What follows belongs to an exercise in optimizing a design on an open flow for small area; a production flow would make more cautious choices.
At most, simulation tests tie the RTL to the original design; equivalence was not proved.

the baseline:
// CORDIC_Top
module CORDIC_Top (
    input clk,
    input [31:0] target,
    output [31:0] cos_x
);
	wire s0 = target > 32'h3b58ce00;
	wire big = target > 32'hc90fdaa2;
	wire c0_1_e = target >= 32'h1bfd5800;
	wire c1_1_e = target <= 32'h6e5b96a2;
	wire c0_2_0 = target >= 32'h0c127ab0;
	wire c1_2_0 = target <= 32'h7e4673f2;
	wire c0_2_1 = target >= 32'h2be83550;
	wire c1_2_1 = target <= 32'h5e70b952;
	wire s1 = s0 ? (big | c1_1_e) : c0_1_e;
	wire s2 = s0 ? (big | (s1 ? c1_2_1 : c1_2_0)) : (s1 ? c0_2_1 : c0_2_0);
	wire [31:0] ea_a = target ^ {32{s0}};
	wire [31:0] ea_k = (s0 ? (s1 ? (s2 ? 32'h56736263 : 32'h666e1043) : (s2 ? 32'h76491d03 : 32'h8643cae3)) : (s1 ? (s2 ? 32'hcc1a73c0 : 32'hdc1521a0) : (s2 ? 32'hebf02e60 : 32'hfbeadc40)));
	wire eas_1 = ea_a[0] ^ ea_k[0] ^ 1'b0;
	wire eac_2 = (ea_a[0] & ea_k[0]) | (ea_a[0] & 1'b0) | (ea_k[0] & 1'b0);
	wire eas_3 = ea_a[1] ^ ea_k[1] ^ eac_2;
  ...
Size: roughly 2600 cells after synthesis, about 220 flip-flops.
clock: 10.0 ns
lec_check: 0
cap_margin: 10
core_margin: 2
core_utilization: 40
cts_buf_list: sky130_fd_sc_hd__clkbuf_8
cts_cluster_diameter: 50
cts_cluster_size: 20
gpl_timing_driven: 0
slew_margin: 10
run.sh (not shown) runs the stock make flow with config.mk's settings and CLKGATE_MAP_FILE= SYNTH_SCRIPT=/design/flow/synth_recipe.tcl, a recipe that flattens the netlist after the stock synthesis.
The baseline has completed all stages; timing, DRC and antenna checks passed.
The following lists how the candidate was set up differently from the baseline:
-- flow/config.mk --
<<< the baseline, line 11
export CTS_BUF_LIST = sky130_fd_sc_hd__clkbuf_8
export CTS_CLUSTER_DIAMETER = 50
export CTS_CLUSTER_SIZE = 20
>>> the candidate, line 11
export CTS_BUF_LIST = sky130_fd_sc_hd__clkbuf_16
export CTS_CLUSTER_DIAMETER = 80
export CTS_CLUSTER_SIZE = 30
Notes after the runs:
The candidate: flow completed, timing, DRC and antenna clean
As far as wire length of the first global-routing pass is concerned, the baseline and the candidate perform about the same.
As far as area used by sequential logic in the layout goes, the baseline and the candidate are indistinguishable; the numbers are identical.
Start point of the critical path: target[0] -> the candidate, target[9] -> the baseline
Diff the baseline -> the candidate: multi-input combinational cell area saw little to no change; number of detailed-routing iterations run before antenna repair saw a decrease.
The candidate against the baseline: via-per-instance ratio now sits at about the same level; number of cells on the critical path now sits lower; final area now sits at about the same level.
No functional check of the RTL was part of any run of this note.

---

== alpha ==
CORDIC_Top, a different RTL version from the one above (not shown whole).
Size in the first run: ~2600 cells after synthesis, ~220 flip-flops, roughly 65 I/O pins.
clock: 10.0 ns
lec_check: 0
cap_margin: 10
core_margin: 2
core_utilization: 40
cts_buf_list: sky130_fd_sc_hd__clkbuf_16
cts_cluster_diameter: 80
cts_cluster_size: 30
gpl_timing_driven: 0
slew_margin: 10
Inputs modified between alpha and beta:
Settings: CTS_CLUSTER_DIAMETER now 50, was 80; CTS_BUF_LIST now sky130_fd_sc_hd__clkbuf_8, was sky130_fd_sc_hd__clkbuf_16; CTS_CLUSTER_SIZE now 20, was 30.
==> flow/flow/run.sh (new file) <==
#!/bin/bash
# The standard layout (standard.sh: standard synthesis and ORFS flow with
# config.mk's settings), with two changes:
#  - the port buffers are made of the smallest buffer cell instead of the one
#    buffer_ports picks by itself (every input and output port still gets its
#    own buffer);
#  - clock tree synthesis adds no dummy loads (same arguments as ORFS builds
#    from config.mk, plus -dont_use_dummy_load).
set -euo pipefail
export BUFFER_PORTS_ARGS="-buffer_cell sky130_fd_sc_hd__buf_1"
export CTS_ARGS="-sink_clustering_enable -repair_clock_nets -sink_clustering_size 20 -sink_clustering_max_diameter 50 -buf_list sky130_fd_sc_hd__clkbuf_8 -dont_use_dummy_load"
bash standard.sh > standard.log 2>&1
==> flow/standard.sh (new file) <==
#!/bin/bash
# synth_recipe.tcl (not shown) runs the flow's synth.tcl, then flattens the netlist and writes it again
# the make line also repeats each setting of config.mk as NAME=value (left out here)
make -C /OpenROAD-flow-scripts/flow DESIGN_CONFIG=/design/flow/config.mk WORK_HOME=/design/flow/orfs CLKGATE_MAP_FILE= SYNTH_SCRIPT=/design/flow/synth_recipe.tcl "${@:-finish}"
removed: flow/run.sh
## What came out
Critical path launch point = q7_x[15]: alpha; critical path launch point = q3_s[4]: beta. Going from alpha to beta, count of clock-buffer cells in the layout up 8; total length of routed wires lost about 1.1%; signal arrival time at the worst endpoint increased 2.49 ns.

---

Starting RTL as in the previous note.
export LEC_CHECK = 0
export CAP_MARGIN = 10
export CORE_MARGIN = 2
export CORE_UTILIZATION = 40
export CTS_BUF_LIST = sky130_fd_sc_hd__clkbuf_8
export CTS_CLUSTER_DIAMETER = 50
export CTS_CLUSTER_SIZE = 20
export GPL_TIMING_DRIVEN = 0
export SLEW_MARGIN = 10
create_clock -name core_clock -period 10.0 [get_ports {clk}]
standard.sh (not shown) runs the stock make flow with config.mk's settings and CLKGATE_MAP_FILE= SYNTH_SCRIPT=/design/flow/synth_recipe.tcl, a recipe that flattens the netlist after the stock synthesis.
==> flow/flow/run.sh <==
#!/bin/bash
# The standard layout (standard.sh: standard synthesis and ORFS flow with
# config.mk's settings), with two changes:
#  - the port buffers are made of the smallest buffer cell instead of the one
#    buffer_ports picks by itself (every input and output port still gets its
#    own buffer);
#  - after global routing, repair_timing -recover_power downsizes the gates
#    that are not timing-critical (ORFS RECOVER_POWER);
#  - clock tree synthesis adds no dummy loads (same arguments as ORFS builds
#    from config.mk, plus -dont_use_dummy_load).
set -euo pipefail
export BUFFER_PORTS_ARGS="-buffer_cell sky130_fd_sc_hd__buf_1"
export CTS_ARGS="-sink_clustering_enable -repair_clock_nets -sink_clustering_size 20 -sink_clustering_max_diameter 50 -buf_list sky130_fd_sc_hd__clkbuf_8 -dont_use_dummy_load"
export RECOVER_POWER=100
bash standard.sh > standard.log 2>&1
The first run finished clean.
Rerun with:
==> flow/flow/run.sh (replaced) <==
#!/bin/bash
# The standard layout (standard.sh: standard synthesis and ORFS flow with
# config.mk's settings), with these changes:
#  - the port buffers are made of the smallest buffer cell instead of the one
#    buffer_ports picks by itself (every input and output port still gets its
#    own buffer);
#  - clock tree synthesis adds no dummy loads (same arguments as ORFS builds
#    from config.mk, plus -dont_use_dummy_load).
set -euo pipefail
export BUFFER_PORTS_ARGS="-buffer_cell sky130_fd_sc_hd__buf_1"
export CTS_ARGS="-sink_clustering_enable -repair_clock_nets -sink_clustering_size 26 -sink_clustering_max_diameter 60 -buf_list sky130_fd_sc_hd__clkbuf_8 -dont_use_dummy_load"
bash standard.sh > standard.log 2>&1
- CTS_CLUSTER_DIAMETER: 50 -> 60
- CTS_CLUSTER_SIZE: 20 -> 26
Outcome: Synthesized area is unchanged; routed wire length rose by 0.40%; final area is about the same; synthesized cell count stays the same.
Rerun with:
--- a/flow/flow/run.sh
+++ b/flow/flow/run.sh
@@ -10,3 +10,3 @@
 export BUFFER_PORTS_ARGS="-buffer_cell sky130_fd_sc_hd__buf_1"
-export CTS_ARGS="-sink_clustering_enable -repair_clock_nets -sink_clustering_size 26 -sink_clustering_max_diameter 60 -buf_list sky130_fd_sc_hd__clkbuf_8 -dont_use_dummy_load"
+export CTS_ARGS="-sink_clustering_enable -repair_clock_nets -sink_clustering_size 20 -sink_clustering_max_diameter 50 -buf_list sky130_fd_sc_hd__clkbuf_8 -dont_use_dummy_load"
 bash standard.sh > standard.log 2>&1
- CTS_CLUSTER_DIAMETER: 60 -> 50
- CTS_CLUSTER_SIZE: 26 -> 20
The new run finished with timing, DRC and antenna clean; worst setup slack got worse by 46 ps; critical path depth goes up by 7; cell area is about the same; via count stays flat.
Rerun with:
==> flow/flow/run.sh (replaced) <==
#!/bin/bash
# The standard layout (standard.sh: standard synthesis and ORFS flow with
# config.mk's settings), with the port buffers made of the smallest buffer
# cell instead of the one buffer_ports picks by itself.  Every input and
# output port still gets its own buffer.
set -euo pipefail
export BUFFER_PORTS_ARGS="-buffer_cell sky130_fd_sc_hd__buf_1"
bash standard.sh > standard.log 2>&1
- CTS_BUF_LIST: sky130_fd_sc_hd__clkbuf_8 -> sky130_fd_sc_hd__clkbuf_16
- CTS_CLUSTER_DIAMETER: 50 -> 80
- CTS_CLUSTER_SIZE: 20 -> 30
Worst hold slack improves by 52 ps.
Wire length stays flat.
Clock skew drops by 58 ps.
Maximum frequency climbs by about 0.4%.
Global-route usage is about the same.
First-iteration DRC count drops by 9.7%.
Flip-flop and latch count stays the same.
Non-clock buffer count does not change.

[port drivers added, routing unchanged]
How much do the figures lean on ideal ports? The routed layouts below were timed once more, with nothing changed but the port constraints. Step 1 sets driving cells, clkbuf_16 on the clock port and buf_2 on the other inputs (assumed; they add their load-dependent delay and slew). Step 2, shift: input delay + t, output delay - t, t = (earliest + latest rising clock arrival at the registers) / 2. This alone moves slack from input paths to output paths. a / b / c = ideal / step 1 / step 2; a / b = the first two.
| run | t (ns) | setup WS [ns] | worst setup path after step 2 | worst slew at a driven data input, ns |
|---|---|---|---|---|
| the baseline | 0.614 | 0.302 / 0.329 / -0.285 | input to register | 0.04 |
| the candidate | 0.548 | 0.370 / 0.398 / -0.150 | input to register | 0.04 |
| alpha | 0.565 | 0.438 / 0.385 / 0.030 | input to register | 0.05 |
| beta | 0.594 | 0.406 / 0.406 / -0.107 | input to register | 0.05 |
| the first run of note 3 | 0.595 | 0.419 / 0.419 / -0.079 | input to register | 0.05 |
| the second run of note 3 | 0.603 | 0.452 / 0.482 / -0.121 | input to register | 0.05 |
| the third run of note 3 | 0.594 | 0.406 / 0.406 / -0.107 | input to register | 0.05 |
| the fourth run of note 3 | 0.564 | 0.445 / 0.445 / 0.065 | input to register | 0.05 |
Met with ideal ports but missed after step 2: setup timing in 6 of these runs. For the baseline, which loses most, drivers alone change the setup slack by +0.027 ns; drivers and shift together by -0.587 ns.
